From an optimization exercise on the open Yosys and OpenROAD flow, aimed at small area, a short achievable clock period and few clock cycles; shortcuts taken in it are not production practice.
At most, simulation tests tie the RTL to the original design; equivalence was not proved.
Function not checked in run 3: the RTL went through the layout flow alone.
No activity file was given, so power comes from the tool's default toggle rates.

`config.mk`:
```
export PLATFORM = sky130hd
export DESIGN_NAME = Pipeline_CPU
export DESIGN_NICKNAME = Pipeline_CPU
export VERILOG_FILES = /design/flow/design.v
export SDC_FILE = /design/flow/constraint.sdc
export NUM_CORES = 4
export LEC_CHECK = 0
export CAP_MARGIN = 20
export CORE_MARGIN = 2
export CORE_UTILIZATION = 30
export PLACE_DENSITY = 0.55
export SLEW_MARGIN = 20
```
`constraint.sdc`:
```
create_clock -name core_clock -period 22.0 [get_ports {aclk}]
set_input_delay 4.4000 -clock core_clock [delete_from_list [all_inputs] [get_ports {aclk}]]
set_output_delay 4.4000 -clock core_clock [all_outputs]
set_load 0.01 [all_outputs]
```
`design.v`:
```
`timescale 1ns / 1ps
module Pipeline_CPU(
    input aclk,
    input reset,
    output [3 :0] if_ben,
    output [31:0] if_wdata,
    output [31:0] if_addr,
    input         if_addr_ok,
    input         if_data_ok,
    input  [31:0] if_rdata,
    output [3 :0] mem_ben,
    output [31:0] mem_wdata,
    output        mem_wr,
    output [31:0] mem_addr,
    input         mem_addr_ok,
    input         mem_data_ok,
    input  [31:0] mem_rdata
    );
    parameter KM = 4;    
    reg rst;
    always @(posedge aclk) rst <= reset;
    reg  [29:0] pc_f;             
    reg  [29:0] pc_f2;            
    reg         v_f2;             
    reg  [31:0] ir;               
    reg  [29:0] pc_d;
    reg         v_d;
    reg  [31:0] sb;               
    reg  [29:0] pc_sb;
    reg         v_sb;
    reg         v_e;              
    reg  [4 :0] e_dst;
    reg  [31:0] e_a, e_b, e_imm;
    reg         e_fa_em, e_fa_w2, e_fb_em, e_fb_w2;
    reg         e_useimm, e_sub;
    reg         e_sel_add, e_sel_slt, e_sel_sltu, e_sel_and, e_sel_or,
                e_sel_xor, e_sel_nor, e_sel_sh, e_sel_link, e_sel_hi, e_sel_lo;
    reg         e_shl, e_sha, e_shimm, e_shbig;
    reg         e_load, e_store, e_lsign;
    reg  [1 :0] e_size;
    reg         e_mthi, e_mtlo, e_md, e_mddiv, e_mdu;
    reg  [29:0] e_pc8;
    reg  [4 :0] m_dst;            
    reg  [31:0] m_res;
    reg         m_load, m_lsign, m_pend, m_wr;
    reg  [1 :0] m_size;
    reg  [3 :0] m_ben;
    reg  [31:0] m_wdata;
    reg  [4 :0] w_dst;            
    reg  [31:0] w_res;
    reg         w_load, w_lsign;
    reg  [1 :0] w_size, w_a;
    reg  [4 :0] w2_dst;           
    reg  [31:0] w2_val;
    reg         w2_load, w2_lsign;
    reg  [1 :0] w2_size, w2_a;
    reg  [31:0] rf [1:31];
    reg  [31:0] hi, lo;
    assign if_ben    = 4'b1111;
    assign if_wdata  = 32'b0;
    assign if_addr   = {3'b000, pc_f[26:0], 2'b00};
    assign mem_ben   = m_ben;
    assign mem_wr    = m_wr;
    assign mem_wdata = m_wdata;
    assign mem_addr  = {3'b000, m_res[28:0]};
    wire hold = m_pend & ~mem_addr_ok;       
    wire [7 :0] l_byte = (w2_a == 2'd0) ? w2_val[7:0]   :
                         (w2_a == 2'd1) ? w2_val[15:8]  :
                         (w2_a == 2'd2) ? w2_val[23:16] : w2_val[31:24];
    wire [15:0] l_half = w2_a[1] ? w2_val[31:16] : w2_val[15:0];
    wire [31:0] w2_wb  = (!w2_load || w2_size == 2'd2) ? w2_val :
                         (w2_size == 2'd1) ? {{16{w2_lsign & l_half[15]}}, l_half} :
                                             {{24{w2_lsign & l_byte[7]}},  l_byte};
    always @(posedge aclk)
        if (w2_dst != 5'd0)
            rf[w2_dst] <= w2_wb;
    wire [5:0] op = ir[31:26];
    wire [4:0] rs = ir[25:21];
    wire [4:0] rt = ir[20:16];
    wire [4:0] rd = ir[15:11];
    wire [5:0] fn = ir[5:0];
    wire op_r    = (op == 6'h00);
    wire op_ri   = (op == 6'h01);
    wire i_j     = (op == 6'h02);
    wire i_jal   = (op == 6'h03);
    wire i_beq   = (op == 6'h04);
    wire i_bne   = (op == 6'h05);
    wire i_blez  = (op == 6'h06);
    wire i_bgtz  = (op == 6'h07);
    wire i_alui  = (op[5:3] == 3'b001);
    wire i_load  = (op[5:3] == 3'b100);
    wire i_store = (op[5:3] == 3'b101);
    wire i_lui   = (op == 6'h0F);
    wire i_logi  = i_alui & op[2] & ~(op[1] & op[0]);    
    wire i_jr    = op_r & (fn == 6'h08);
    wire i_jalr  = op_r & (fn == 6'h09);
    wire i_mfhi  = op_r & (fn == 6'h10);
    wire i_mthi  = op_r & (fn == 6'h11);
    wire i_mflo  = op_r & (fn == 6'h12);
    wire i_mtlo  = op_r & (fn == 6'h13);
    wire i_md    = op_r & (fn[5:2] == 4'b0110);
    wire i_shift = op_r & (fn[5:3] == 3'b000);
    wire i_arith = op_r & (fn[5:2] == 4'b1000);          
    wire i_logr  = op_r & (fn[5:2] == 4'b1001);          
    wire i_sltr  = op_r & (fn[5:1] == 5'b10101);
    wire is_br   = i_beq | i_bne | i_blez | i_bgtz | op_ri;
    wire is_jmp  = i_j | i_jal | i_jr | i_jalr;
    wire is_cti  = is_br | is_jmp;
    wire i_link  = i_jal | i_jalr | (op_ri & rt[4]);
    wire [4:0] d_dst = op_r ? rd :
                       (i_alui | i_load) ? rt :
                       (i_jal | (op_ri & rt[4])) ? 5'd31 : 5'd0;
    wire use_rs  = ~(i_j | i_jal);
    wire use_rt  = op_r | i_beq | i_bne | i_store;
    wire d_rs    = is_br | i_jr | i_jalr;                
    wire d_rt    = i_beq | i_bne;                        
    wire [31:0] d_imm = i_lui  ? {ir[15:0], 16'b0} :
                        i_logi ? {16'b0, ir[15:0]} :
                                 {{16{ir[15]}}, ir[15:0]};
    wire rs_nz = (rs != 5'd0);
    wire rt_nz = (rt != 5'd0);
    wire hE_s  = rs_nz & (e_dst  == rs);
    wire hM_s  = rs_nz & (m_dst  == rs);
    wire hW_s  = rs_nz & (w_dst  == rs);
    wire hW2_s = rs_nz & (w2_dst == rs);
    wire hE_t  = rt_nz & (e_dst  == rt);
    wire hM_t  = rt_nz & (m_dst  == rt);
    wire hW_t  = rt_nz & (w_dst  == rt);
    wire hW2_t = rt_nz & (w2_dst == rt);
    wire [31:0] rf_s = rs_nz ? rf[rs] : 32'd0;
    wire [31:0] rf_t = rt_nz ? rf[rt] : 32'd0;
    wire [31:0] d_a = hM_s ? m_res : hW_s ? w_res : hW2_s ? w2_wb : rf_s;
    wire [31:0] d_b = hM_t ? m_res : hW_t ? w_res : hW2_t ? w2_wb : rf_t;
    wire sE_s = (hE_s & e_load) | (~hE_s & hM_s & m_load);
    wire sE_t = (hE_t & e_load) | (~hE_t & hM_t & m_load);
    wire sD_s = hE_s | (hM_s & m_load) | (~hM_s & hW_s & w_load);
    wire sD_t = hE_t | (hM_t & m_load) | (~hM_t & hW_t & w_load);
    wire md_wait;
    wire hilo_use = i_mfhi | i_mflo | i_mthi | i_mtlo | i_md;
    wire haz = (use_rs & (d_rs ? sD_s : sE_s)) |
               (use_rt & (d_rt ? sD_t : sE_t)) |
               (hilo_use & (md_wait | (v_e & e_md))) |
               (is_cti & ~v_sb & ~v_f2);
    wire d_adv  = v_d & ~haz & ~hold;
    wire d_free = ~v_d | d_adv;
    wire        a_eq  = (d_a == d_b);
    wire        a_z   = (d_a == 32'd0);
    wire        a_n   = d_a[31];
    wire        taken = is_jmp |
                        (i_beq  &  a_eq) |
                        (i_bne  & ~a_eq) |
                        (i_blez & (a_n | a_z)) |
                        (i_bgtz & ~a_n & ~a_z) |
                        (op_ri  & (rt[0] ^ a_n));
    wire [29:0] pc_d1   = pc_d + 30'd1;
    wire [29:0] br_tgt  = pc_d1 + {{14{ir[15]}}, ir[15:0]};
    wire [29:0] target  = (i_jr | i_jalr) ? d_a[31:2] :
                          (i_j  | i_jal)  ? {pc_d1[29:26], ir[25:0]} : br_tgt;
    wire redirect = d_adv & is_cti & taken;
    wire drop     = v_d & ~d_adv & v_sb & v_f2;      
    always @(posedge aclk)
    begin
        if (rst)
            pc_f <= 30'h2FF00000;                
        else if (redirect)
            pc_f <= target;
        else if (drop)
            pc_f <= pc_f2;
        else
            pc_f <= pc_f + 30'd1;
        pc_f2 <= pc_f;
        v_f2  <= ~rst & ~redirect & ~drop;
        if (d_free)
        begin
            if (v_sb)
            begin
                ir    <= sb;
                pc_d  <= pc_sb;
                sb    <= if_rdata;
                pc_sb <= pc_f2;
            end
            else
            begin
                ir    <= if_rdata;
                pc_d  <= pc_f2;
            end
        end
        else if (~v_sb)
        begin
            sb    <= if_rdata;
            pc_sb <= pc_f2;
        end
        if (rst)
        begin
            v_d  <= 1'b0;
            v_sb <= 1'b0;
        end
        else if (d_free)
        begin
            v_d  <= v_sb | v_f2;
            v_sb <= v_sb & v_f2 & ~redirect;
        end
        else if (~v_sb)
            v_sb <= v_f2;
    end
    wire [31:0] fa, fb;       
    always @(posedge aclk)
    begin
        if (hold)
        begin
            e_a     <= fa;
            e_b     <= fb;
            e_fa_em <= 1'b0;
            e_fa_w2 <= 1'b0;
            e_fb_em <= 1'b0;
            e_fb_w2 <= 1'b0;
        end
        else
        begin
            e_a     <= d_a;
            e_b     <= d_b;
            e_fa_em <= hE_s;
            e_fa_w2 <= ~hE_s & ~hM_s & hW_s & w_load;
            e_fb_em <= hE_t;
            e_fb_w2 <= ~hE_t & ~hM_t & hW_t & w_load;
            e_imm      <= d_imm;
            e_useimm   <= i_alui | i_load | i_store;
            e_sub      <= i_sltr | (op == 6'h0A) | (op == 6'h0B) | (i_arith & fn[1]);
            e_sel_add  <= i_arith | (op == 6'h08) | (op == 6'h09);
            e_sel_slt  <= (i_sltr & ~fn[0]) | (op == 6'h0A);
            e_sel_sltu <= (i_sltr &  fn[0]) | (op == 6'h0B);
            e_sel_and  <= (i_logr & fn[1:0] == 2'd0) | (op == 6'h0C);
            e_sel_or   <= (i_logr & fn[1:0] == 2'd1) | (op == 6'h0D) | i_lui;
            e_sel_xor  <= (i_logr & fn[1:0] == 2'd2) | (op == 6'h0E);
            e_sel_nor  <= (i_logr & fn[1:0] == 2'd3);
            e_sel_sh   <= i_shift;
            e_shl      <= ~fn[1];
            e_sha      <= fn[0];
            e_shimm    <= ~fn[2];
            e_shbig    <= fn[2] & ~fn[0];
            e_sel_link <= i_link;
            e_sel_hi   <= i_mfhi;
            e_sel_lo   <= i_mflo;
            e_size     <= (op[1:0] == 2'b11) ? 2'd2 : {1'b0, op[0]};
            e_lsign    <= ~op[2];
            e_mddiv    <= fn[1];
            e_mdu      <= fn[0];
            e_pc8      <= pc_d + 30'd2;
        end
        if (rst)
        begin
            v_e     <= 1'b0;
            e_dst   <= 5'd0;
            e_load  <= 1'b0;
            e_store <= 1'b0;
            e_mthi  <= 1'b0;
            e_mtlo  <= 1'b0;
            e_md    <= 1'b0;
        end
        else if (~hold)
        begin
            v_e     <= d_adv;
            e_dst   <= d_adv ? d_dst : 5'd0;
            e_load  <= d_adv & i_load;
            e_store <= d_adv & i_store;
            e_mthi  <= d_adv & i_mthi;
            e_mtlo  <= d_adv & i_mtlo;
            e_md    <= d_adv & i_md;
        end
    end
    assign fa = e_fa_em ? m_res : e_fa_w2 ? w2_wb : e_a;
    assign fb = e_fb_em ? m_res : e_fb_w2 ? w2_wb : e_b;
    wire [31:0] alu_b = e_useimm ? e_imm : fb;
    wire [32:0] sum   = {1'b0, fa} + {1'b0, alu_b ^ {32{e_sub}}} + {32'd0, e_sub};
    wire        slt   = (fa[31] ^ alu_b[31]) ? fa[31] : sum[31];
    wire        sltu  = ~sum[32];
    wire [4 :0] sh_amt = e_shimm ? e_imm[10:6] : fa[4:0];
    wire        sh_zero = e_shbig & (fa[31:5] != 27'd0);
    wire [31:0] sh_in;
    wire [31:0] sh_rev;
    genvar gi;
    generate for (gi = 0; gi < 32; gi = gi + 1) begin : rev
        assign sh_in[gi]  = e_shl ? fb[31-gi] : fb[gi];
    end endgenerate
    wire [32:0] sh_x   = {e_sha & fb[31], sh_in};
    wire [32:0] sh_r   = $signed(sh_x) >>> sh_amt;
    generate for (gi = 0; gi < 32; gi = gi + 1) begin : rev2
        assign sh_rev[gi] = e_shl ? sh_r[31-gi] : sh_r[gi];
    end endgenerate
    wire [31:0] e_res = ({32{e_sel_add}}  & sum[31:0]) |
                        ({32{e_sel_slt}}  & {31'd0, slt}) |
                        ({32{e_sel_sltu}} & {31'd0, sltu}) |
                        ({32{e_sel_and}}  & (fa & alu_b)) |
                        ({32{e_sel_or}}   & (fa | alu_b)) |
                        ({32{e_sel_xor}}  & (fa ^ alu_b)) |
                        ({32{e_sel_nor}}  & ~(fa | alu_b)) |
                        ({32{e_sel_sh & ~sh_zero}} & sh_rev) |
                        ({32{e_sel_link}} & {e_pc8, 2'b00}) |
                        ({32{e_sel_hi}}   & hi) |
                        ({32{e_sel_lo}}   & lo);
    wire        e_mem   = e_load | e_store;
    wire [3 :0] e_ben   = ~e_store ? 4'b1111 :
                          (e_size == 2'd2) ? 4'b1111 :
                          (e_size == 2'd1) ? (sum[1] ? 4'b1100 : 4'b0011) :
                          (4'b0001 << sum[1:0]);
    wire [31:0] e_wdata = (e_size == 2'd0) ? {4{fb[7:0]}} :
                          (e_size == 2'd1) ? {2{fb[15:0]}} : fb;
    always @(posedge aclk)
    begin
        if (rst)
        begin
            m_dst  <= 5'd0;
            m_load <= 1'b0;
            m_pend <= 1'b0;
            m_ben  <= 4'b0000;
        end
        else if (~hold)
        begin
            m_dst   <= e_dst;
            m_res   <= e_mem ? sum[31:0] : e_res;
            m_load  <= e_load;
            m_pend  <= e_mem;
            m_ben   <= e_mem ? e_ben : 4'b0000;
            m_wr    <= e_store;
            m_wdata <= e_wdata;
            m_size  <= e_size;
            m_lsign <= e_lsign;
        end
        if (rst | hold)
        begin
            w_dst  <= 5'd0;
            w_load <= 1'b0;
        end
        else
        begin
            w_dst  <= m_dst;
            w_load <= m_load;
        end
        w_res   <= m_res;
        w_size  <= m_size;
        w_lsign <= m_lsign;
        w_a     <= m_res[1:0];
        if (rst)
        begin
            w2_dst  <= 5'd0;
            w2_load <= 1'b0;
        end
        else
        begin
            w2_dst  <= w_dst;
            w2_load <= w_load;
        end
        w2_val   <= w_load ? mem_rdata : w_res;
        w2_size  <= w_size;
        w2_lsign <= w_lsign;
        w2_a     <= w_a;
    end
    wire e_fire = v_e & ~hold;
    localparam NM = 32 / KM;
    localparam W  = 32 + KM;
    reg         md_mi, md_mf, md_dp, md_di, md_df;    
    reg  [4 :0] md_cnt;
    reg  [31:0] md_m;             
    reg  [31:0] md_c;             
    reg         md_cy;            
    reg         md_n1;            
    reg         md_n2;            
    wire md_busy = md_mi | md_mf | md_dp | md_di | md_df;
    reg  [W-1:0] cs_s, cs_c, cs_p, cs_t;
    reg  [KM :0] cs_low;
    integer k;
    always @*
    begin
        cs_s = {{KM{1'b0}}, hi};
        cs_c = {{KM{1'b0}}, md_c};
        for (k = 0; k < KM; k = k + 1)
        begin
            cs_p = lo[k] ? ({{KM{1'b0}}, md_m} << k) : {W{1'b0}};
            cs_t = cs_s ^ cs_c ^ cs_p;
            cs_c = ((cs_s & cs_c) | (cs_s & cs_p) | (cs_c & cs_p)) << 1;
            cs_s = cs_t;
        end
        cs_low = {1'b0, cs_s[KM-1:0]} + {1'b0, cs_c[KM-1:0]} + {{KM{1'b0}}, md_cy};
    end
    wire        lo_z   = (lo == 32'd0);
    wire        ad_xi  = (md_mf & md_n1) | (md_df & md_n1);
    wire [31:0] ad_x   = hi ^ {32{ad_xi}};
    wire [31:0] ad_y   = md_mf ? (md_c ^ {32{md_n1}}) :
                         md_di ? ~md_m : 32'd0;
    wire [1 :0] ad_ci  = md_mf ? (md_n1 ? ({1'b0, ~md_cy} + {1'b0, lo_z}) : {1'b0, md_cy}) :
                         md_di ? 2'd1 : {1'b0, md_n1};
    wire [32:0] ad_sum = {1'b0, ad_x} + {1'b0, ad_y} + {31'd0, ad_ci};
    wire [31:0] lo_neg = ~lo + 32'd1;
    function [5:0] clz32(input [31:0] x);
        integer j;
        begin
            clz32 = 6'd32;
            for (j = 0; j < 32; j = j + 1)
                if (x[j]) clz32 = 6'd31 - j;
        end
    endfunction
    wire [5 :0] za    = clz32(hi);
    wire [5 :0] zb    = clz32(md_m);
    wire        dv_z  = (md_m == 32'd0);
    wire        dv_lt = (zb < za);
    wire [4 :0] dv_d  = zb[4:0] - za[4:0];
    wire        dp_end = dv_z | dv_lt;
    wire        md_neg = md_n1 | md_n2;
    wire        md_last = md_mf | md_df |
                          (md_dp & dp_end & ~md_neg) |
                          (md_di & (md_cnt == 5'd0) & ~md_neg);
    assign md_wait = md_busy & ~md_last;
    wire        st_an = ~e_mdu & fa[31];
    wire        st_bn = ~e_mdu & fb[31];
    wire [31:0] abs_a = st_an ? (~fa + 32'd1) : fa;
    wire [31:0] abs_b = st_bn ? (~fb + 32'd1) : fb;
    wire        st_z  = (fa == 32'd0) | (fb == 32'd0);
    always @(posedge aclk)
    begin
        if (rst)
        begin
            md_mi <= 1'b0;
            md_mf <= 1'b0;
            md_dp <= 1'b0;
            md_di <= 1'b0;
            md_df <= 1'b0;
        end
        else if (e_fire & e_md)
        begin
            md_cnt <= 5'd0;
            md_c   <= 32'd0;
            md_cy  <= 1'b0;
            if (e_mddiv)
            begin
                md_dp <= 1'b1;
                hi    <= abs_a;
                lo    <= 32'd0;
                md_m  <= abs_b;
                md_n1 <= st_an;
                md_n2 <= st_an ^ st_bn;
            end
            else if (st_z)
            begin
                hi    <= 32'd0;
                lo    <= 32'd0;
            end
            else
            begin
                md_mi <= 1'b1;
                hi    <= 32'd0;
                lo    <= abs_b;
                md_m  <= abs_a;
                md_n1 <= st_an ^ st_bn;
                md_n2 <= 1'b0;
            end
        end
        else if (md_mi)
        begin
            hi     <= cs_s[W-1:KM];
            md_c   <= cs_c[W-1:KM];
            md_cy  <= cs_low[KM];
            lo     <= {cs_low[KM-1:0], lo[31:KM]};
            md_cnt <= md_cnt + 5'd1;
            if (md_cnt == NM - 1)
            begin
                md_mi <= 1'b0;
                md_mf <= 1'b1;
            end
        end
        else if (md_mf)
        begin
            hi    <= ad_sum[31:0];
            if (md_n1) lo <= lo_neg;
            md_mf <= 1'b0;
        end
        else if (md_dp)
        begin
            md_dp <= 1'b0;
            if (dp_end)
            begin
                if (dv_z) lo <= 32'hFFFFFFFF;
                md_df <= md_neg;
            end
            else
            begin
                md_m   <= md_m << dv_d;
                md_cnt <= dv_d;
                md_di  <= 1'b1;
            end
        end
        else if (md_di)
        begin
            if (ad_sum[32]) hi <= ad_sum[31:0];
            lo     <= {lo[30:0], ad_sum[32]};
            md_m   <= md_m >> 1;
            md_cnt <= md_cnt - 5'd1;
            if (md_cnt == 5'd0)
            begin
                md_di <= 1'b0;
                md_df <= md_neg;
            end
        end
        else if (md_df)
        begin
            hi    <= ad_sum[31:0];
            if (md_n2) lo <= lo_neg;
            md_df <= 1'b0;
        end
        else if (e_fire)
        begin
            if (e_mthi) hi <= fa;
            if (e_mtlo) lo <= fa;
        end
    end
endmodule
```
`run.sh`:
```
#!/bin/bash
# synth_recipe.tcl (not shown) runs the flow's synth.tcl, then flattens the netlist and writes it again
# the make line also repeats each setting of config.mk as NAME=value (left out here)
make -C /OpenROAD-flow-scripts/flow DESIGN_CONFIG=/design/flow/config.mk WORK_HOME=/design/flow/orfs CLKGATE_MAP_FILE= SYNTH_SCRIPT=/design/flow/synth_recipe.tcl finish
```
==> results.rst, run 1 <==
.. list-table::
   :header-rows: 1

   * - Metric
     - Value
   * - Run status
     - complete, no violations
   * - Mux share of post-synthesis cell area
     - 0.1498
   * - Proportion of synthesized flip-flops having asynchronous set or reset
     - 0
   * - Endpoint of the most critical register-to-register path
     - hi[6]
   * - Largest net degree at the start of global routing
     - 92
   * - Via-per-instance ratio
     - between 5 and 6
   * - Total die area
     - approximately 340000 um^2
   * - Total cell area at the placement stage
     - between 100000 and 150000 um^2
   * - Setup crit start
     - lo[0]
   * - Category of the worst setup path capture point
     - flop
   * - Leading post-synthesis cells by instance count
     - 1403 x sky130_fd_sc_hd__edfxtp_1, 792 x sky130_fd_sc_hd__nand2_1, 568 x sky130_fd_sc_hd__nor2_1
   * - Post-route total power
     - around 11 mW
   * - Source-to-sink clock delay at the later pin of the worst-skew pair
     - 0.94 ns
   * - Number of standard-cell rows in the floorplan
     - 212
   * - Required arrival time at the worst endpoint
     - roughly 22 ns
   * - Basic-gate share of the synthesized area counting and, or, nand and nor cells
     - 0.1039
   * - Count of cells along the worst hold path
     - 0
   * - Setup repair after global routing missed its margin
     - no
   * - Number of enable flip-flop cells after synthesis
     - 1403
   * - Top-area cell type share of the netlist area
     - 0.4201
   * - Slew Limit Fails
     - 0
   * - Global route total overflow
     - 0
   * - Synthesized flop and latch total
     - 1656
   * - Number of maximum-capacitance violations
     - 0
   * - Unique masters post-synth
     - between 100 and 150
   * - Number of post-CTS setup repair buffers
     - 0
   * - Worst hold slack
     - ~0.33 ns
   * - Estimated wirelength of the detail-placed design
     - roughly 300000 um
   * - Post-route minimum period
     - 9.507 ns
   * - Share of the cycle needed by the critical path after routing
     - 0.4321
   * - Wire per inst
     - about 33 um
   * - Worst path max stage delay
     - around 0.73 ns
   * - Adder-cell area share of the yosys netlist
     - 0.05173
   * - Final-layout fill cell count
     - 32988
   * - Cell with the most instances after synthesis
     - sky130_fd_sc_hd__edfxtp_1
   * - Final estimated routing congestion in global placement
     - ~1.0
   * - Die height
     - 582.1 um
   * - Cell-internal power
     - 6.798 mW
   * - Global routing usage summed across all routing layers
     - 0.2491
   * - Number of top-level pins
     - just over 200
   * - Maximum achievable frequency
     - 0.1052 GHz
   * - Worst Min Path Start
     - w_size[0]
   * - Most area-consuming cells after synthesis
     - sky130_fd_sc_hd__edfxtp_1 42%, sky130_fd_sc_hd__mux4_2 11%, sky130_fd_sc_hd__dfxtp_1 5.1%, sky130_fd_sc_hd__mux2i_1 3.0%, sky130_fd_sc_hd__nand2_1 3.0%
   * - Static leakage power
     - just under 40 nW
   * - Number of I/O port buffers
     - about 160
   * - Total CTS buffers
     - 190
   * - Starting Density
     - 0.3010
   * - CTS max path bufs
     - 4
   * - Critical path fanouts, max
     - 32
   * - Final setup skew
     - ~0.12 ns
   * - Layout cell share with drive strength beyond 1
     - 0.1571
   * - Worst EP arrival
     - 9.99 ns
   * - Gate power share
     - 0.344
   * - Slew Limit Headroom
     - 0.06744
   * - Root buffer cell
     - sky130_fd_sc_hd__clkbuf_16
   * - Sequential element share of the synthesized area
     - 0.4707
   * - First-pass DRT Iterations
     - 8
   * - Antenna Nets Post-Route
     - 0
   * - Synth area leader
     - sky130_fd_sc_hd__edfxtp_1
   * - Level count of the clock H-tree
     - 4
   * - Clock transition at path regs
     - ~0.060 ns
   * - Final net count
     - between 9000 and 10000
   * - Capture endpoint of the worst hold path
     - w2_size[0]
   * - Final hold violations
     - 0
   * - CP Launch Type
     - flop
   * - Worst Max-Slew Pin Slew
     - about 1.4 ns
   * - Total core area
     - roughly 330000 um^2
   * - Number of global-route vias before repair
     - 76172
   * - Number of antenna violations at the first check in global routing
     - 46
   * - Worst setup slack for register-to-register paths
     - 12.49 ns
   * - Clock network power share
     - 0.299
   * - Cts-stage hold buffer count
     - 0
   * - Maximum vdd ir drop
     - between 0.07 and 0.08 mV
   * - Sequential share of power
     - 0.357
   * - Area of all placed cells without fillers
     - approximately 110000 um^2
   * - Setup TNS after final layout
     - 0 ns
   * - Per-instance average area after synthesis
     - 11.58 um^2
   * - Dominant register cell in the synthesized netlist
     - sky130_fd_sc_hd__edfxtp_1
   * - Xor-xnor portion of the synthesized cell area
     - 0.03625
   * - Detailed-route via count
     - 79077
   * - Classification of the worst-slack hold path
     - reg -> reg
   * - Clock tree from TritonCTS
     - built
   * - Final WL
     - ~440000 um
   * - Main combinational cell family by area after synthesis
     - multiplexers
   * - Power spent charging and discharging nets
     - around 4.1 mW
   * - Remaining design rule violation count
     - 0
   * - Start-to-end type of the worst setup path
     - reg -> reg
   * - Total clock sinks
     - around 1700
   * - Fin util
     - 0.3402
   * - Number of instances in the synthesized netlist
     - roughly 8700
   * - Synth warnings
     - 1
   * - Depth of the worst register-to-register path
     - 28
   * - Fraction of power spent switching nets
     - 0.3761
   * - Total power density per cell area
     - roughly 96 nW/um^2
   * - Wire length of the first global-routing pass
     - ~600000 um
   * - Synthesized-area fraction occupied by ao, oa, aoi and oai cells
     - 0.1398
   * - Cell at the slowest stage of the critical path
     - sky130_fd_sc_hd__nor4_1
   * - Startpoint of the worst-slack reg-to-reg timing path
     - lo[0]
   * - Synthesized cell area
     - about 100000 um^2
   * - Syn-to-layout area delta
     - 13.03%
   * - Iteration-0 DRC count of the detailed router
     - between 10000 and 15000
   * - Die X
     - between 500 and 600 um
   * - Number of setup violations in the final report
     - 0
   * - Number of gates resized after CTS
     - 0
per-stage QoR:
step	worst slack, ns	instances
after CTS	12.62	13166
final	12.49	13189
after global routing	12.28	13174
after global placement	12.09	12818
after detailed placement	12.04	12820
after floorplan	13.18	8701
how the worst max path moves through the flow:
stage / end / cells after the start
floorplan: hi[0] / 9
global placement: pc_d[6] / 11
detailed placement: pc_d[6] / 11
CTS: hi[15] / 28
global route: hi[15] / 28
finish: hi[6] / 28
final cells by class:
| cell class | count | area (um^2) | area share |
|---|---|---|---|
| multi-input cells | 5977 | 49000 | 0.4323 |
| well taps | 4387 | 5489 | 0.04843 |
| clock buffers | 231 | 5074 | 0.04476 |
| clock inverters | 115 | 1149 | 0.01013 |
| diodes | 18 | 45.04 | 0.0003974 |
| inverters | 328 | 1239 | 0.01093 |
| flip-flops and latches | 1656 | 47240 | 0.4168 |
| repair buffers | 477 | 4111 | 0.03628 |
cells in the final DEF, fill, tap and decap left out, types with 79 or more instances in the layout:
cell type,count
sky130_fd_sc_hd__edfxtp_1,1403
sky130_fd_sc_hd__nand2_1,792
sky130_fd_sc_hd__nor2_1,521
sky130_fd_sc_hd__mux4_2,485
sky130_fd_sc_hd__a21oi_1,420
sky130_fd_sc_hd__o21ai_0,362
sky130_fd_sc_hd__inv_1,312
sky130_fd_sc_hd__buf_4,306
sky130_fd_sc_hd__mux2i_1,304
sky130_fd_sc_hd__xnor2_1,285
sky130_fd_sc_hd__dfxtp_1,235
sky130_fd_sc_hd__ha_1,204
sky130_fd_sc_hd__clkbuf_16,194
sky130_fd_sc_hd__and2_1,169
sky130_fd_sc_hd__o22ai_1,165
sky130_fd_sc_hd__a211oi_1,162
sky130_fd_sc_hd__clkdlybuf4s50_1,159
sky130_fd_sc_hd__nand3_1,150
sky130_fd_sc_hd__fa_1,131
sky130_fd_sc_hd__xor2_1,128
sky130_fd_sc_hd__nor3_1,125
sky130_fd_sc_hd__a22oi_1,103
sky130_fd_sc_hd__mux2_2,91
sky130_fd_sc_hd__a31oi_1,81
sky130_fd_sc_hd__o211ai_1,79
layer usage:
layer	track usage	part of all wire
met1	0.3095	0.38
met2	0.3844	0.44
met3	0.05970	0.099
met4	0.1679	0.079
met5	0	0.00054
cell families after synthesis:
| group | Yosys count |
|---|---|
| XOR/XNOR | 415 |
| other | 2 |
| AND/OR/NAND/NOR | 2237 |
| buffers and inverters | 1068 |
| adder cells (fa/ha/maj) | 336 |
| flip-flops | 1656 |
| multiplexers | 882 |
| AO/OA/AOI/OAI | 2063 |
worst max-delay path, delay by kind of cell, from the launching register on:
kind                     cells  cell delay [ns]
XOR/XNOR                     1             0.25
adder cells (fa/ha/maj)      4             1.44
flip-flops                   1             0.37
multiplexers                 1             0.13
buffers and inverters        3             1.23
AO/OA/AOI/OAI               12             3.06
AND/OR/NAND/NOR              7             2.61
sequential cells by signal (all words and copies together), names as in the netlist, 30 cells and up, named ones only:
signal,count
pc_f,30
sb,32
lo,32
rf,992
w2_val,32
w_res,31
pc_d,30
e_imm,32
m_res,32
e_a,32
m_wdata,32
pc_sb,30
pc_f2,30
md_c,32
md_m,32
e_b,32
hi,32
e_pc8,30
ir,32
power groups by stage:
stage	sequential [mW]	combinational [mW]	clock, mW
finish	3.89	3.75	3.25
global route	3.90	3.88	3.40
CTS	3.89	3.61	3.29
detailed placement	3.96	3.59	0
global placement	3.95	3.57	0
floorplan	3.82	2.15	0
Testbench counts, summed over its fixed seeds: cycles 46,752.
==> run 2: changes to the inputs <==
==> flow/run.sh (new file) <==
#!/bin/bash
set -euo pipefail
MARGIN=$(cat flow/margin.txt)
bash standard.sh SETUP_SLACK_MARGIN=$MARGIN finish > flow_make.log 2>&1
==> flow/margin.txt (new file) <==
15
==> standard.sh (new file) <==
#!/bin/bash
# synth_recipe.tcl (not shown) runs the flow's synth.tcl, then flattens the netlist and writes it again
# the make line also repeats each setting of config.mk as NAME=value (left out here)
make -C /OpenROAD-flow-scripts/flow DESIGN_CONFIG=/design/flow/config.mk WORK_HOME=/design/flow/orfs CLKGATE_MAP_FILE= SYNTH_SCRIPT=/design/flow/synth_recipe.tcl "${@:-finish}"
removed: run.sh
==> run 2 against run 1 <==
Compared with the run above:
- critical endpoint is now mem_addr[18]
- clock skew down 0.0047 ns
- highest routed layer unchanged
- total power is 0.46% higher
- setup slack improved by 2.5 ns
- largest cell class unchanged
==> results.rst, run 2 <==
.. list-table::
   :header-rows: 1

   * - Metric
     - Value
   * - Die height
     - 582.1 um (unchanged)
   * - Number of antenna violations at the first check in global routing
     - 40 (-13%)
   * - Slew Limit Headroom
     - 0.07043 (+0.002990)
   * - Synthesized cell area
     - 100300 um^2 (unchanged)
   * - Worst path max stage delay
     - 0.96 ns (+0.23 ns)
   * - Static leakage power
     - 40.13 nW (+1.1%)
   * - Detailed-route via count
     - 79101 (+0.030%)
   * - Most common library cell in the layout ignoring fill and taps
     - sky130_fd_sc_hd__edfxtp_1
   * - Required arrival time at the worst endpoint
     - 17.60 ns (-4.89 ns)
   * - Unique masters post-synth
     - 110 (unchanged)
   * - Most used cells in the layout excluding fill and tap cells
     - 1403 x sky130_fd_sc_hd__edfxtp_1, 792 x sky130_fd_sc_hd__nand2_1, 519 x sky130_fd_sc_hd__nor2_1, 485 x sky130_fd_sc_hd__mux4_2, 414 x sky130_fd_sc_hd__a21oi_1
   * - Slew Limit Fails
     - 0 (unchanged)
   * - Worst Max-Slew Pin Slew
     - 1.394 ns (-0.004485 ns)
   * - Final setup skew
     - 0.1150 ns (-0.004678 ns)
   * - Final net count
     - 9096 (+0.66%)
   * - Number of instances in the synthesized netlist
     - 8659 (unchanged)
   * - Worst EP arrival
     - 2.56 ns (-7.43 ns)
   * - Clock tree from TritonCTS
     - built
   * - Cts-stage hold buffer count
     - 0 (unchanged)
   * - Die X
     - 582.1 um (unchanged)
   * - Post-route minimum period
     - 6.960 ns (-2.547 ns)
   * - Syn-to-layout area delta
     - 14.12%
   * - Synth warnings
     - 1 (unchanged)
   * - Root buffer cell
     - sky130_fd_sc_hd__clkbuf_16
   * - Number of I/O port buffers
     - 159 (unchanged)
   * - Run status
     - complete, no violations
   * - Post-route total power
     - 10.95 mW (+0.46%)
   * - Global route total overflow
     - 0 (unchanged)
   * - Dominant register cell in the synthesized netlist
     - sky130_fd_sc_hd__edfxtp_1
   * - Layout cell share with drive strength beyond 1
     - 0.1674 (+0.01026)
   * - Per-instance average area after synthesis
     - 11.58 um^2 (unchanged)
   * - Register with the most flip-flops
     - rf
   * - Synthesized flop and latch total
     - 1656 (unchanged)
   * - Final hold violations
     - 0 (unchanged)
   * - Setup repair after global routing missed its margin
     - yes
   * - Cell at the slowest stage of the critical path
     - sky130_fd_sc_hd__clkdlybuf4s50_1
   * - Largest net degree at the start of global routing
     - 97 (+5.4%)
   * - Top-area cell type share of the netlist area
     - 0.4201 (unchanged)
   * - Source-to-sink clock delay at the later pin of the worst-skew pair
     - 0.94 ns (about the same)
   * - Category of the worst setup path capture point
     - primary output
   * - Area of all placed cells without fillers
     - 114400 um^2 (+0.96%)
   * - Leading post-synthesis cells by instance count
     - 1403 x sky130_fd_sc_hd__edfxtp_1, 792 x sky130_fd_sc_hd__nand2_1, 568 x sky130_fd_sc_hd__nor2_1
   * - Antenna Nets Post-Route
     - 0 (unchanged)
   * - Final estimated routing congestion in global placement
     - 0.9983 (+0.14%)
   * - Share of the cycle needed by the critical path after routing
     - 0.3163 (-0.1158)
   * - Estimated wirelength of the detail-placed design
     - 309400 um (+1.3%)
   * - Cell with the most instances after synthesis
     - sky130_fd_sc_hd__edfxtp_1
   * - Classification of the worst-slack hold path
     - reg -> reg
   * - Level count of the clock H-tree
     - 4 (unchanged)
   * - Wire per inst
     - 33.26 um (+0.49%)
   * - Final-layout fill cell count
     - 32839 (-0.45%)
   * - Maximum achievable frequency
     - 0.1437 GHz (+37%)
   * - CP bufs+invs
     - 1 (-2)
   * - Number of top-level pins
     - 207 (unchanged)
   * - Remaining design rule violation count
     - 0 (unchanged)
   * - Via-per-instance ratio
     - 5.971 (-0.42%)
   * - Total core area
     - 333200 um^2 (unchanged)
   * - Total die area
     - 338900 um^2 (unchanged)
   * - Starting Density
     - 0.3010 (unchanged)
   * - Maximum vdd ir drop
     - 0.06495 mV (-14%)
   * - Final WL
     - 440700 um (+0.94%)
   * - Number of global-route vias before repair
     - 75578 (-0.78%)
   * - Most area-consuming cells after synthesis
     - sky130_fd_sc_hd__edfxtp_1 42%, sky130_fd_sc_hd__mux4_2 11%, sky130_fd_sc_hd__dfxtp_1 5.1%, sky130_fd_sc_hd__mux2i_1 3.0%, sky130_fd_sc_hd__nand2_1 3.0%
   * - Total cell area at the placement stage
     - 107000 um^2 (about the same)
   * - Clock transition at path regs
     - 0.06 ns (about the same)
   * - Global routing usage summed across all routing layers
     - 0.2513 (+0.002182)
   * - Total power density per cell area
     - 95.65 nW/um^2 (-0.50%)
   * - Number of setup violations in the final report
     - 0 (unchanged)
   * - Sequential element share of the synthesized area
     - 0.4707 (unchanged)
   * - Top delay family on crit path
     - buffers and inverters
   * - Synth area leader
     - sky130_fd_sc_hd__edfxtp_1
   * - Number of maximum-capacitance violations
     - 0 (unchanged)
   * - Fin util
     - 0.3435 (+0.003283)
   * - Number of enable flip-flop cells after synthesis
     - 1403 (unchanged)
   * - Iteration-0 DRC count of the detailed router
     - 10521 (-1.1%)
   * - Worst hold slack
     - 0.3319 ns (+0.0008930 ns)
   * - Worst-path cell chain
     - clkdlybuf4s50_1
   * - Start-to-end type of the worst setup path
     - reg -> out
   * - Total CTS buffers
     - 194 (+2.1%)
   * - Number of standard-cell rows in the floorplan
     - 212 (unchanged)
   * - First-pass DRT Iterations
     - 7 (-1)
   * - CTS max path bufs
     - 4 (unchanged)
   * - Critical path fanouts, max
     - 7 (-78%)
   * - Total clock sinks
     - 1656 (unchanged)
   * - Flip-flop count of the largest register, all copies and words added
     - 992 (unchanged)
   * - CP Launch Type
     - flop
   * - Wire length of the first global-routing pass
     - 606000 um (+0.43%)
   * - Proportion of synthesized flip-flops having asynchronous set or reset
     - 0 (unchanged)
   * - Setup TNS after final layout
     - 0 ns (unchanged)
==> run 2: cell types whose count changed in the layout (fill, tap and decap cells not counted), sizes merged, moves of 2 or more <==
cell / before / now
buf: 316 / 367
clkbuf: 233 / 257
clkinv: 81 / 68
bufinv: 18 / 13
inv: 335 / 331
bufbuf: 0 / 3
nand3: 153 / 155
==> run 2: metrics by stage <==
step                setup slack (ns)  cells
finish                         15.04  13248
floorplan                      14.97   8701
detailed placement             12.94  12826
global placement               13.00  12823
CTS                            15.00  13205
global route                   14.96  13231
==> run 2: routing by layer <==
metal	vias to the layer above	track usage	share of wire
met5	-	0	0.00031
li1	33044	-	-
met3	1058	0.05502	0.098
met4	20	0.1629	0.076
met2	4748	0.3920	0.45
met1	40231	0.3144	0.37
==> run 2: repair_timing <==
action | 4_1_cts | 5_1_grt
gates cloned | 7 | 1
setup buffers | 23 | 23
pin swaps | 17 | 24
setup endpoints to repair | 408 | 216
gates resized for setup | 79 | 44
==> run 2: logic make-up (layout without fill, tap and decap cells) <==
| family | count (synthesis) | in the layout | share of synthesized area |
|---|---|---|---|
| compound gates | 2063 | 2064 | 0.1398 |
| xor+xnor | 415 | 415 | 0.03625 |
| fa+ha+maj | 336 | 336 | 0.05173 |
| buf+inv | 1068 | 1207 | 0.04784 |
| flops | 1656 | 1656 | 0.4707 |
| mux | 882 | 882 | 0.1498 |
| other cells | 2 | 62 | 0.00007489 |
| simple gates | 2237 | 2239 | 0.1039 |
==> run 2: layout make-up <==
type	instances	area (um^2)	area share
multi-input combinational	5980	49370	0.4314
sequential	1656	47240	0.4128
tap	4387	5489	0.04797
clock buffer	256	5409	0.04727
timing repair buffer	530	4745	0.04146
inverter	328	1247	0.01090
clock inverter	93	893.4	0.007807
antenna	18	45.04	0.0003936
==> run 2: path summary, 6_finish.rpt <==
check / from / endpoint / slack (ns) / cells after the start
min: w_size[0] / w2_size[0] / 0.33 / 0
min reg2reg: w_size[0] / w2_size[0] / 0.33 / 0
max reg2reg: w2_a[1] / m_res[25] / 15.09 / 14
max: m_res[18] / mem_addr[18] / 15.04 / 1
==> run 2: report_power, final <==
group	leakage [nW]	internal, mW	switching (mW)
Sequential	15.1	3.69	0.206
Combinational	21.9	1.26	2.51
Clock	3.09	1.88	1.40
Total	40.1	6.84	4.11
==> run 3: changes to the inputs <==
--- a/design.v
+++ b/design.v
@@ -48,2 +48,9 @@
     reg  [31:0] m_wdata;
+    reg         v_m1;             
+    reg  [4 :0] m1_dst;
+    reg  [31:0] m1_res;
+    reg         m1_load, m1_lsign, m1_pend, m1_wr;
+    reg  [1 :0] m1_size;
+    reg  [3 :0] m1_ben;
+    reg  [31:0] m1_wdata;
     reg  [4 :0] w_dst;            
@@ -65,3 +72,3 @@
     assign mem_addr  = {3'b000, m_res[28:0]};
-    wire hold = m_pend & ~mem_addr_ok;       
+    wire hold = m_pend & ~mem_addr_ok;
     wire [7 :0] l_byte = (w2_a == 2'd0) ? w2_val[7:0]   :
@@ -143,3 +150,3 @@
                (is_cti & ~v_sb & ~v_f2);
-    wire d_adv  = v_d & ~haz & ~hold;
+    wire d_adv  = v_d & ~haz & ~v_m1;
     wire d_free = ~v_d | d_adv;
@@ -208,3 +215,3 @@
     begin
-        if (hold)
+        if (v_m1)
         begin
@@ -259,3 +266,3 @@
         end
-        else if (~hold)
+        else if (~v_m1)
         begin
@@ -270,4 +277,5 @@
     end
-    assign fa = e_fa_em ? m_res : e_fa_w2 ? w2_wb : e_a;
-    assign fb = e_fb_em ? m_res : e_fb_w2 ? w2_wb : e_b;
+    wire [31:0] m_fwd = v_m1 ? m1_res : m_res;    
+    assign fa = e_fa_em ? m_fwd : e_fa_w2 ? w2_wb : e_a;
+    assign fb = e_fb_em ? m_fwd : e_fb_w2 ? w2_wb : e_b;
     wire [31:0] alu_b = e_useimm ? e_imm : fb;
@@ -307,4 +315,22 @@
                           (e_size == 2'd1) ? {2{fb[15:0]}} : fb;
+    wire [31:0] e_mres = e_mem ? sum[31:0] : e_res;
+    wire [3 :0] e_mben = e_mem ? e_ben : 4'b0000;
     always @(posedge aclk)
     begin
+        if (~v_m1)
+        begin
+            m1_dst   <= e_dst;
+            m1_res   <= e_mres;
+            m1_load  <= e_load;
+            m1_pend  <= e_mem;
+            m1_ben   <= e_mben;
+            m1_wr    <= e_store;
+            m1_wdata <= e_wdata;
+            m1_size  <= e_size;
+            m1_lsign <= e_lsign;
+        end
+        if (rst)
+            v_m1 <= 1'b0;
+        else
+            v_m1 <= hold & (v_m1 | v_e);
         if (rst)
@@ -318,11 +344,26 @@
         begin
-            m_dst   <= e_dst;
-            m_res   <= e_mem ? sum[31:0] : e_res;
-            m_load  <= e_load;
-            m_pend  <= e_mem;
-            m_ben   <= e_mem ? e_ben : 4'b0000;
-            m_wr    <= e_store;
-            m_wdata <= e_wdata;
-            m_size  <= e_size;
-            m_lsign <= e_lsign;
+            if (v_m1)
+            begin
+                m_dst   <= m1_dst;
+                m_res   <= m1_res;
+                m_load  <= m1_load;
+                m_pend  <= m1_pend;
+                m_ben   <= m1_ben;
+                m_wr    <= m1_wr;
+                m_wdata <= m1_wdata;
+                m_size  <= m1_size;
+                m_lsign <= m1_lsign;
+            end
+            else
+            begin
+                m_dst   <= e_dst;
+                m_res   <= e_mres;
+                m_load  <= e_load;
+                m_pend  <= e_mem;
+                m_ben   <= e_mben;
+                m_wr    <= e_store;
+                m_wdata <= e_wdata;
+                m_size  <= e_size;
+                m_lsign <= e_lsign;
+            end
         end
@@ -357,3 +398,3 @@
     end
-    wire e_fire = v_e & ~hold;
+    wire e_fire = v_e & ~v_m1;
     localparam NM = 32 / KM;
@@ -384,11 +425,11 @@
     end
-    wire        lo_z   = (lo == 32'd0);
+    reg         md_lz;            
     wire        ad_xi  = (md_mf & md_n1) | (md_df & md_n1);
     wire [31:0] ad_x   = hi ^ {32{ad_xi}};
-    wire [31:0] ad_y   = md_mf ? (md_c ^ {32{md_n1}}) :
-                         md_di ? ~md_m : 32'd0;
-    wire [1 :0] ad_ci  = md_mf ? (md_n1 ? ({1'b0, ~md_cy} + {1'b0, lo_z}) : {1'b0, md_cy}) :
-                         md_di ? 2'd1 : {1'b0, md_n1};
+    wire [31:0] ad_y   = md_mf ? (md_c ^ {32{md_n1}}) : 32'd0;
+    wire [1 :0] ad_ci  = md_mf ? (md_n1 ? ({1'b0, ~md_cy} + {1'b0, md_lz}) : {1'b0, md_cy}) :
+                                 {1'b0, md_n1};
     wire [32:0] ad_sum = {1'b0, ad_x} + {1'b0, ad_y} + {31'd0, ad_ci};
     wire [31:0] lo_neg = ~lo + 32'd1;
+    wire [32:0] dv_t   = {1'b0, hi} + {1'b0, ~md_m} + 33'd1;     
     function [5:0] clz32(input [31:0] x);
@@ -432,2 +473,3 @@
             md_cy  <= 1'b0;
+            md_lz  <= 1'b1;
             if (e_mddiv)
@@ -461,2 +503,3 @@
             md_cy  <= cs_low[KM];
+            md_lz  <= md_lz & (cs_low[KM-1:0] == {KM{1'b0}});
             lo     <= {cs_low[KM-1:0], lo[31:KM]};
@@ -492,4 +535,4 @@
         begin
-            if (ad_sum[32]) hi <= ad_sum[31:0];
-            lo     <= {lo[30:0], ad_sum[32]};
+            if (dv_t[32]) hi <= dv_t[31:0];
+            lo     <= {lo[30:0], dv_t[32]};
             md_m   <= md_m >> 1;
==> flow/margin.txt (replaced) <==
17
==> run 3 against run 2 <==
Compared with the run above:
- total power rose by 14%
- critical endpoint is now pc_f[3]
- largest power group is now combinational logic
- setup slack better by 0.83 ns
- combinational power up 36%
- utilization up 2.6 points
- synthesized cell count is 3.6% higher
- critical path depth grew 18
- cell area is 12% higher
- worst hold slack worse by 0.0032 ns
- clock skew increased by 0.027 ns
- clock power about the same
- still clean on timing, DRC and antenna
- first-iteration DRC count rose by 10%
- routed wire length increased by 13%
==> results.rst, run 3 <==
.. list-table::
   :header-rows: 1

   * - Metric
     - Value
   * - Run status
     - complete, no violations
   * - Largest net degree at the start of global routing
     - 89 (-8.2%)
   * - Estimated wirelength of the detail-placed design
     - 327800 um (+6.0%)
   * - Final WL
     - 497000 um (+13%)
   * - Power spent charging and discharging nets
     - 4.917 mW (+20%)
   * - Global route total overflow
     - 0 (unchanged)
   * - Share of the cycle needed by the critical path after routing
     - 0.2787 (-0.03761)
   * - Via-per-instance ratio
     - 6.084 (+1.9%)
   * - Classification of the worst-slack hold path
     - reg -> reg
   * - Cell at the slowest stage of the critical path
     - sky130_fd_sc_hd__a31oi_1
   * - Setup TNS after final layout
     - 0 ns (unchanged)
   * - Post-route minimum period
     - 6.132 ns (-0.8275 ns)
   * - Global routing usage summed across all routing layers
     - 0.2734 (+0.02211)
   * - Required arrival time at the worst endpoint
     - 22.67 ns (+5.07 ns)
   * - Number of antenna violations at the first check in global routing
     - 61 (+53%)
   * - Dominant register cell in the synthesized netlist
     - sky130_fd_sc_hd__edfxtp_1
   * - Most common library cell in the layout ignoring fill and taps
     - sky130_fd_sc_hd__edfxtp_1
   * - Total power density per cell area
     - 98.02 nW/um^2 (+2.5%)
   * - Wire per inst
     - 34.89 um (+4.9%)
   * - Number of setup violations in the final report
     - 0 (unchanged)
   * - Total core area
     - 345700 um^2 (+3.8%)
   * - Number of I/O port buffers
     - 159 (unchanged)
   * - Wire length of the first global-routing pass
     - 675100 um (+11%)
   * - Worst EP arrival
     - 6.80 ns (+4.24 ns)
   * - Clock transition at path regs
     - 0.06 ns (about the same)
   * - Most area-consuming cells after synthesis
     - sky130_fd_sc_hd__edfxtp_1 41%, sky130_fd_sc_hd__mux4_2 9.3%, sky130_fd_sc_hd__dfxtp_1 6.4%, sky130_fd_sc_hd__mux2i_1 3.9%, sky130_fd_sc_hd__ha_1 2.8%
   * - Unique masters post-synth
     - 122 (+11%)
   * - Total clock sinks
     - 1737 (+4.9%)
   * - Final estimated routing congestion in global placement
     - 0.9897 (-0.86%)
   * - Critical path fanouts, max
     - 33 (+26)
   * - Detailed-route via count
     - 86664 (+9.6%)
   * - Synthesized flop and latch total
     - 1737 (+4.9%)
   * - Multi-input gate area
     - 54370 um^2 (+10%)
   * - Placed Cells
     - 13358 (+4.1%)
   * - Worst hold slack
     - 0.3287 ns (-0.003200 ns)
   * - Starting Density
     - 0.3011 (about the same)
   * - Most common cell on crit path
     - sky130_fd_sc_hd__buf_4
   * - Final net count
     - 9925 (+9.1%)
   * - CTS max path bufs
     - 4 (unchanged)
   * - Static leakage power
     - 46.28 nW (+15%)
   * - Worst Max-Slew Pin Slew
     - 1.319 ns (-0.07486 ns)
   * - CP bufs+invs
     - 5 (+4)
   * - Clock network power share
     - 0.264 (-0.036)
   * - Per-instance average area after synthesis
     - 11.60 um^2 (+0.16%)
   * - CP Launch Type
     - flop
   * - Number of enable flip-flop cells after synthesis
     - 1404 (+0.071%)
   * - Worst-case setup slack after placement
     - 13.77 ns (+0.8311 ns)
   * - Top-area cell type share of the netlist area
     - 0.4050 (-0.01511)
   * - Iteration-0 DRC count of the detailed router
     - 11618 (+10%)
   * - Total CTS buffers
     - 197 (+1.5%)
   * - Synthesized cell area
     - 104100 um^2 (+3.8%)
   * - Proportion of synthesized flip-flops having asynchronous set or reset
     - 0 (unchanged)
   * - Number of instances in the synthesized netlist
     - 8974 (+3.6%)
   * - Slew Limit Fails
     - 0 (unchanged)
   * - Final critical-path setup slack
     - 15.87 ns (+0.8275 ns)
   * - Setup repair after global routing missed its margin
     - yes
   * - Maximum achievable frequency
     - 0.1631 GHz (+13%)
   * - Slew Limit Headroom
     - 0.1185 (+0.04810)
   * - First-pass DRT Iterations
     - 9 (+2)
   * - Cell with the most instances after synthesis
     - sky130_fd_sc_hd__edfxtp_1
   * - Register area
     - 49000 um^2 (+3.7%)
   * - Non-filler instance count after layout
     - 14245 (+7.5%)
   * - Root buffer cell
     - sky130_fd_sc_hd__clkbuf_16
   * - Start-to-end type of the worst setup path
     - reg -> reg
   * - Layout cell share with drive strength beyond 1
     - 0.2683 (+0.1010)
   * - Leading post-synthesis cells by instance count
     - 1404 x sky130_fd_sc_hd__edfxtp_1, 644 x sky130_fd_sc_hd__nor2_1, 636 x sky130_fd_sc_hd__nand2_1
   * - Gate power share
     - 0.409 (+0.065)
   * - Number of top-level pins
     - 207 (unchanged)
   * - Synth area leader
     - sky130_fd_sc_hd__edfxtp_1
   * - Number of maximum-capacitance violations
     - 0 (unchanged)
   * - Register with the most flip-flops
     - rf
   * - Sequential element share of the synthesized area
     - 0.4691 (-0.001575)
   * - Source-to-sink clock delay at the later pin of the worst-skew pair
     - 0.94 ns (about the same)
   * - Worst path max stage delay
     - 0.98 ns (+0.02 ns)
   * - Clock tree from TritonCTS
     - built
   * - Cell-internal power
     - 7.612 mW (+11%)
   * - Antenna Nets Post-Route
     - 0 (unchanged)
   * - Die X
     - 593.0 um (+1.9%)
   * - Top delay family on crit path
     - compound AO/OA/AOI/OAI gates
   * - Syn-to-layout area delta
     - 22.79%
   * - Final hold violations
     - 0 (unchanged)
   * - Sequential share of power
     - 0.327 (-0.029)
   * - Flip-flop count of the largest register, all copies and words added
     - 992 (unchanged)
   * - Synth warnings
     - 1 (unchanged)
   * - Level count of the clock H-tree
     - 4 (unchanged)
   * - Number of global-route vias before repair
     - 82694 (+9.4%)
   * - Number of standard-cell rows in the floorplan
     - 216 (+1.9%)
   * - Fraction of power spent switching nets
     - 0.3925 (+0.01694)
   * - Total die area
     - 351700 um^2 (+3.8%)
   * - Final setup skew
     - 0.1415 ns (+0.02654 ns)
   * - Final-layout fill cell count
     - 33263 (+1.3%)
   * - Most used cells in the layout excluding fill and tap cells
     - 1404 x sky130_fd_sc_hd__edfxtp_1, 604 x sky130_fd_sc_hd__nand2_1, 566 x sky130_fd_sc_hd__nor2_1, 538 x sky130_fd_sc_hd__buf_4, 432 x sky130_fd_sc_hd__mux4_2
   * - Maximum vdd ir drop
     - 0.07336 mV (+13%)
   * - Category of the worst setup path capture point
     - flop
   * - Worst-path cell chain
     - buf_4 -> buf_6 -> nand2_2 -> nor2_2 -> buf_4 -> a22oi_1 -> o21ai_0 -> o21ai_0 -> a31oi_1 -> xor2_1 -> nand4_1 -> nor2_1 -> nand4_1 -> buf_4 -> and4_4 -> or3_4 -> buf_12 -> o211ai_1 -> a21oi_1
   * - Remaining design rule violation count
     - 0 (unchanged)
   * - Die height
     - 593.0 um (+1.9%)
[run 3: cell count changes after synthesis, moves of 37 or more]
cell / before / now
sky130_fd_sc_hd__a21oi_1: 423 / 461
sky130_fd_sc_hd__a221oi_1: 60 / 99
sky130_fd_sc_hd__nand2_1: 792 / 636
sky130_fd_sc_hd__o21ai_0: 367 / 426
sky130_fd_sc_hd__dfxtp_1: 253 / 333
sky130_fd_sc_hd__mux2_2: 91 / 214
sky130_fd_sc_hd__a22oi_1: 103 / 152
sky130_fd_sc_hd__mux2i_1: 304 / 407
sky130_fd_sc_hd__and2_1: 169 / 106
sky130_fd_sc_hd__inv_1: 317 / 354
sky130_fd_sc_hd__nor2_1: 568 / 644
sky130_fd_sc_hd__o221ai_1: 20 / 62
sky130_fd_sc_hd__mux4_2: 485 / 432
[run 3: final cells by class]
type,instances,share of cell area
multi-input combinational,6183,0.4254
clock buffer,252,0.04155
inverter,371,0.01191
timing repair inverter,6,0.0004992
timing repair buffer,992,0.08446
sequential,1737,0.3834
tap,4578,0.04481
clock inverter,107,0.007636
antenna,19,0.0003720
[run 3: logic make-up (layout without fill, tap and decap cells)]
family	Yosys count	in the layout	synth area share
AO/OA/AOI/OAI	2194	2194	0.1422
XOR/XNOR	450	450	0.03786
adder cells (fa/ha/maj)	367	367	0.05363
buffers and inverters	1102	1728	0.04933
flip-flops	1737	1737	0.4691
multiplexers	1054	1054	0.1560
other	2	63	0.00007215
AND/OR/NAND/NOR	2068	2074	0.09185
[run 3: per-layer routing]
metal / part of all wire / vias to the layer above / global-route usage
met3: 0.11 / 1623 / 0.07084
met2: 0.43 / 6011 / 0.4138
met5: 0.00063 / - / 0.0005411
met4: 0.092 / 42 / 0.2039
li1: - / 35247 / -
met1: 0.36 / 43741 / 0.3356
[run 3: worst reg2reg max path, cell delays in order (launching register included)]
cell and delay (ns):
sky130_fd_sc_hd__dfxtp_4 0.67, sky130_fd_sc_hd__buf_4 0.43, sky130_fd_sc_hd__buf_6 0.45, sky130_fd_sc_hd__nand2_2 0.35, sky130_fd_sc_hd__nor2_2 0.34, sky130_fd_sc_hd__buf_4 0.28
sky130_fd_sc_hd__a22oi_1 0.12, sky130_fd_sc_hd__o21ai_0 0.08, sky130_fd_sc_hd__o21ai_0 0.22, sky130_fd_sc_hd__a31oi_1 0.98, sky130_fd_sc_hd__xor2_1 0.21, sky130_fd_sc_hd__nand4_1 0.15
sky130_fd_sc_hd__nor2_1 0.20, sky130_fd_sc_hd__nand4_1 0.12, sky130_fd_sc_hd__buf_4 0.21, sky130_fd_sc_hd__and4_4 0.22, sky130_fd_sc_hd__or3_4 0.36, sky130_fd_sc_hd__buf_12 0.17
sky130_fd_sc_hd__o211ai_1 0.25, sky130_fd_sc_hd__a21oi_1 0.13
[run 3: repair_timing]
| action | CTS | global route |
|---|---|---|
| setup buffers | 328 | 111 |
| cloned | 60 | 9 |
| resized for setup | 1317 | 396 |
| setup endpoints to repair | 647 | 581 |
| pin swaps | 191 | 158 |
| hold buffers | 0 | 0 |
[run 3: power groups by stage]
stage               Combinational [mW]  Clock, mW  Sequential [mW]
finish                            5.13       3.31             4.09
global route                      5.24       3.45             4.10
CTS                               4.65       3.33             4.08
detailed placement                4.10          0             4.17
global placement                  4.08          0             4.17
floorplan                         2.41          0             4.01
[run 3: through the flow]
stage	total power, mW	util	area (um^2)
3_3_place_gp	8.245	0.3213	111100
2_1_floorplan	6.425	-	104400
4_1_cts	12.06	0.3613	124900
3_5_place_dp	8.273	0.3214	111100
5_1_grt	12.79	0.3696	127800
6_report	12.53	0.3698	127800
[run 3: path summary, 6_finish.rpt]
check	from	endpoint	slack, ns	depth (start not counted)
hold / removal	w_size[1]	w2_size[1]	0.33	0
setup reg to reg	flop	pc_f[3]	15.87	19
hold reg to reg	w_size[1]	w2_size[1]	0.33	0
setup / recovery	flop	pc_f[3]	15.87	19
==> run 4: changes to the inputs <==
--- a/design.v
+++ b/design.v
@@ -41,3 +41,2 @@
     reg         e_mthi, e_mtlo, e_md, e_mddiv, e_mdu;
-    reg  [29:0] e_pc8;
     reg  [4 :0] m_dst;            
@@ -226,6 +225,6 @@
         begin
-            e_a     <= d_a;
+            e_a     <= i_link ? {pc_d + 30'd2, 2'b00} : d_a;    
             e_b     <= d_b;
-            e_fa_em <= hE_s;
-            e_fa_w2 <= ~hE_s & ~hM_s & hW_s & w_load;
+            e_fa_em <= hE_s & ~i_link;
+            e_fa_w2 <= ~hE_s & ~hM_s & hW_s & w_load & ~i_link;
             e_fb_em <= hE_t;
@@ -254,3 +253,2 @@
             e_mdu      <= fn[0];
-            e_pc8      <= pc_d + 30'd2;
         end
@@ -305,3 +303,3 @@
                         ({32{e_sel_sh & ~sh_zero}} & sh_rev) |
-                        ({32{e_sel_link}} & {e_pc8, 2'b00}) |
+                        ({32{e_sel_link}} & fa) |
                         ({32{e_sel_hi}}   & hi) |
@@ -457,3 +455,4 @@
     wire [31:0] abs_b = st_bn ? (~fb + 32'd1) : fb;
-    wire        st_z  = (fa == 32'd0) | (fb == 32'd0);
+    wire        fa_z  = (fa == 32'd0);
+    wire        fb_z  = (fb == 32'd0);
     always @(posedge aclk)
@@ -474,3 +473,13 @@
             md_lz  <= 1'b1;
-            if (e_mddiv)
+            if (e_mddiv & fb_z)
+            begin
+                hi    <= fa;                 
+                lo    <= (~e_mdu & fa[31]) ? 32'd1 : 32'hFFFFFFFF;
+            end
+            else if (e_mddiv & fa_z)
+            begin
+                hi    <= 32'd0;
+                lo    <= 32'd0;
+            end
+            else if (e_mddiv)
             begin
@@ -483,3 +492,3 @@
             end
-            else if (st_z)
+            else if (fa_z | fb_z)
             begin
==> flow/margin.txt (replaced) <==
16
==> run 4 against run 3 <==
Compared with the run above:
- global-route usage is 0.77 points lower
- critical path type unchanged
- cell area decreased by 4.6%
- total power is 4.5% lower
- still clean on timing, DRC and antenna
==> results.rst, run 4 <==
.. list-table::
   :header-rows: 1

   * - Metric
     - Value
   * - Worst EP arrival
     - 6.98 ns (+0.18 ns)
   * - Die height
     - 597.2 um (+0.70%)
   * - Clock transition at path regs
     - 0.06 ns (about the same)
   * - Synthesized flop and latch total
     - 1707 (-1.7%)
   * - Final estimated routing congestion in global placement
     - 1.005 (+1.6%)
   * - Synthesized cell area
     - 105600 um^2 (+1.4%)
   * - Share of the cycle needed by the critical path after routing
     - 0.2864 (+0.007636)
   * - Clock tree from TritonCTS
     - built
   * - Largest net degree at the start of global routing
     - 108 (+21%)
   * - Total power density per cell area
     - 98.12 nW/um^2 (about the same)
   * - Detailed-route via count
     - 86810 (+0.17%)
   * - Number of enable flip-flop cells after synthesis
     - 1374 (-2.1%)
   * - Run status
     - complete, no violations
   * - First-pass DRT Iterations
     - 6 (-3)
   * - Cell with the most instances after synthesis
     - sky130_fd_sc_hd__edfxtp_1
   * - Post-route minimum period
     - 6.300 ns (+0.1680 ns)
   * - Non-filler instance count after layout
     - 14171 (-0.52%)
   * - Setup repair after global routing missed its margin
     - yes
   * - Worst Max-Slew Pin Slew
     - 1.210 ns (-0.1095 ns)
   * - Maximum vdd ir drop
     - 0.07466 mV (+1.8%)
   * - Worst Min Path Start
     - w_size[1]
   * - Proportion of synthesized flip-flops having asynchronous set or reset
     - 0 (unchanged)
   * - Startpoint of the worst-slack reg-to-reg timing path
     - w2_a[1]
   * - Static leakage power
     - 43.18 nW (-6.7%)
   * - Worst-case setup slack after placement
     - 13.26 ns (-0.5097 ns)
   * - CTS max path bufs
     - 4 (unchanged)
   * - Final hold violations
     - 0 (unchanged)
   * - Setup crit start
     - w2_a[1]
   * - Leading post-synthesis cells by instance count
     - 1374 x sky130_fd_sc_hd__edfxtp_1, 702 x sky130_fd_sc_hd__nor2_1, 628 x sky130_fd_sc_hd__nand2_1
   * - Synth area leader
     - sky130_fd_sc_hd__edfxtp_1
   * - Slew Limit Fails
     - 0 (unchanged)
   * - Total CTS buffers
     - 199 (+1.0%)
   * - Antenna Nets Post-Route
     - 0 (unchanged)
   * - Number of standard-cell rows in the floorplan
     - 217 (+0.46%)
   * - Global routing usage summed across all routing layers
     - 0.2658 (-0.007679)
   * - Level count of the clock H-tree
     - 4 (unchanged)
   * - Iteration-0 DRC count of the detailed router
     - 11798 (+1.5%)
   * - Final net count
     - 9826 (-1.0%)
   * - Most common library cell in the layout ignoring fill and taps
     - sky130_fd_sc_hd__edfxtp_1
   * - Total core area
     - 349700 um^2 (+1.2%)
   * - Register with the most flip-flops
     - rf
   * - Die X
     - 597.2 um (+0.70%)
   * - Start-to-end type of the worst setup path
     - reg -> reg
   * - Unique masters post-synth
     - 112 (-8.2%)
   * - Final critical-path setup slack
     - 15.70 ns (-0.1680 ns)
   * - Setup TNS after final layout
     - 0 ns (unchanged)
   * - Total die area
     - 356600 um^2 (+1.4%)
   * - Source-to-sink clock delay at the later pin of the worst-skew pair
     - 0.96 ns (+0.02 ns)
   * - Number of antenna violations at the first check in global routing
     - 39 (-36%)
   * - Global route total overflow
     - 0 (unchanged)
   * - Category of the worst setup path capture point
     - flop
   * - Total clock sinks
     - 1707 (-1.7%)
   * - Layout cell share with drive strength beyond 1
     - 0.1998 (-0.06853)
   * - Flip-flop count of the largest register, all copies and words added
     - 992 (unchanged)
   * - Number of setup violations in the final report
     - 0 (unchanged)
   * - Wire per inst
     - 34.74 um (-0.43%)
   * - Most area-consuming cells after synthesis
     - sky130_fd_sc_hd__edfxtp_1 39%, sky130_fd_sc_hd__mux4_2 10%, sky130_fd_sc_hd__dfxtp_1 6.3%, sky130_fd_sc_hd__mux2i_1 3.4%, sky130_fd_sc_hd__ha_1 2.8%
   * - Number of instances in the synthesized netlist
     - 9272 (+3.3%)
   * - Sequential element share of the synthesized area
     - 0.4540 (-0.01506)
   * - CP Launch Type
     - flop
   * - Placed Cells
     - 13626 (+2.0%)
   * - Synth warnings
     - 1 (unchanged)
   * - Syn-to-layout area delta
     - 15.48%
   * - Final-layout fill cell count
     - 34488 (+3.7%)
   * - Via-per-instance ratio
     - 6.126 (+0.69%)
   * - Slew Limit Headroom
     - 0.1864 (+0.06789)
   * - Remaining design rule violation count
     - 0 (unchanged)
   * - Number of global-route vias before repair
     - 83686 (+1.2%)
   * - Number of top-level pins
     - 207 (unchanged)
   * - Wire length of the first global-routing pass
     - 671900 um (-0.47%)
   * - Final WL
     - 492300 um (-0.95%)
## run 4: cell count changes after synthesis, sizes merged, moves of 30 or more
cell / before / now
a22oi: 152 / 95
and2: 109 / 148
clkbuf: 402 / 477
edfxtp: 1404 / 1374
mux2i: 407 / 360
mux4: 433 / 470
nor2: 649 / 707
## run 4: worst paths after layout
kind,endpoint,slack (ns),depth (start not counted)
hold reg to reg,w2_size[1],0.33,0
setup reg to reg,m_res[23],15.70,13
setup / recovery,m_res[23],15.70,13
hold / removal,w2_size[1],0.33,0
## run 4: kinds of logic (layout without fill, tap and decap cells)
family,Yosys count,in the layout,share of synthesized area
xor gates and xnor gates,436,436,0.03618
and+or+nand+nor,2244,2250,0.1007
AOI/OAI and AO/OA,2314,2314,0.1495
adders and majority gates,367,367,0.05289
DFF,1707,1707,0.4540
buffers and inverters,1144,1378,0.04790
muxes,1058,1058,0.1587
other,2,62,0.00007115
## run 4: power breakdown
| group | switching [mW] | internal (mW) |
|---|---|---|
| sequential | 0.194 | 3.78 |
| clock | 1.50 | 1.94 |
| combinational | 3.05 | 1.50 |
| total | 4.74 | 7.22 |
## run 4: layout make-up
cell class	instances	area, um^2	area share
repair buffers	647	6060	0.04971
multi-input cells	6469	54070	0.4435
repair inverters	5	25.02	0.0002053
inverters	360	1386	0.01137
flip-flops and latches	1707	48040	0.3941
clock buffers	245	5309	0.04355
well taps	4599	5754	0.04721
clock inverters	121	1214	0.009957
diodes	18	45.04	0.0003695
## run 4: per-layer routing
| metal | vias up | GRT usage | share of wire |
|---|---|---|---|
| met4 | 26 | 0.1944 | 0.087 |
| met2 | 5715 | 0.4182 | 0.45 |
| met5 | - | 0 | 0.00036 |
| met1 | 44040 | 0.3213 | 0.36 |
| met3 | 1362 | 0.05731 | 0.099 |
| li1 | 35667 | - | - |
## run 4: timing repair
item,CTS,global route
buffers inserted,92,44
endpoints found under the setup margin,590,305
gates resized for setup,578,78
cloned,16,8
hold buffers,0,0
pin swaps,11,19
## run 4: critical path: stages (launching register included)
cell,delay (ns)
sky130_fd_sc_hd__dfxtp_4,0.40
sky130_fd_sc_hd__buf_12,0.18
sky130_fd_sc_hd__mux4_2,0.59
sky130_fd_sc_hd__and3_4,0.29
sky130_fd_sc_hd__a2111oi_1,1.08
sky130_fd_sc_hd__o31a_1,0.25
sky130_fd_sc_hd__buf_4,0.22
sky130_fd_sc_hd__nand4_1,0.23
sky130_fd_sc_hd__and4bb_2,0.50
sky130_fd_sc_hd__a31o_2,0.46
sky130_fd_sc_hd__nand2_1,0.57
sky130_fd_sc_hd__o21ai_0,0.59
sky130_fd_sc_hd__a32oi_1,0.28
sky130_fd_sc_hd__a41oi_1,0.38
## run 4: through the flow
step                instance area [um^2]    util  power [mW]  hold slack, ns
global route                      121900  0.3485       12.22          0.3407
floorplan                         105700       -       6.310          0.3096
CTS                               121000  0.3459       11.73          0.3340
global placement                  112600  0.3219       8.156          0.3234
detailed placement                112600  0.3219       8.172          0.3183
finish                            121900  0.3486       11.96          0.3293
Testbench counts of run 4, summed over its fixed seeds: cycles 46,742.

## port drivers added, routing unchanged
How much do the figures lean on ideal ports? The routed layouts below were timed once more, with nothing changed but the port constraints.
Step 1, drivers: a clkbuf_16 drives aclk and a buf_2 each remaining input, both assumed.
Step 2 times the ports against the registers' clock, not the clock port: input delays grow and output delays shrink by t, the midpoint of the rising clock arrivals with the driver on.
Slacks: ideal ports / drivers / drivers and shift; pairs: ideal ports / drivers.
run	t, ns	slack for setup (ns)
run 1	0.974	12.493 / 12.493 / 12.003
run 2	0.978	15.040 / 14.940 / 14.310
run 3	0.975	15.868 / 15.823 / 15.868
run 4	1.016	15.700 / 15.700 / 15.063
After both steps setup and hold are still met in every run listed.
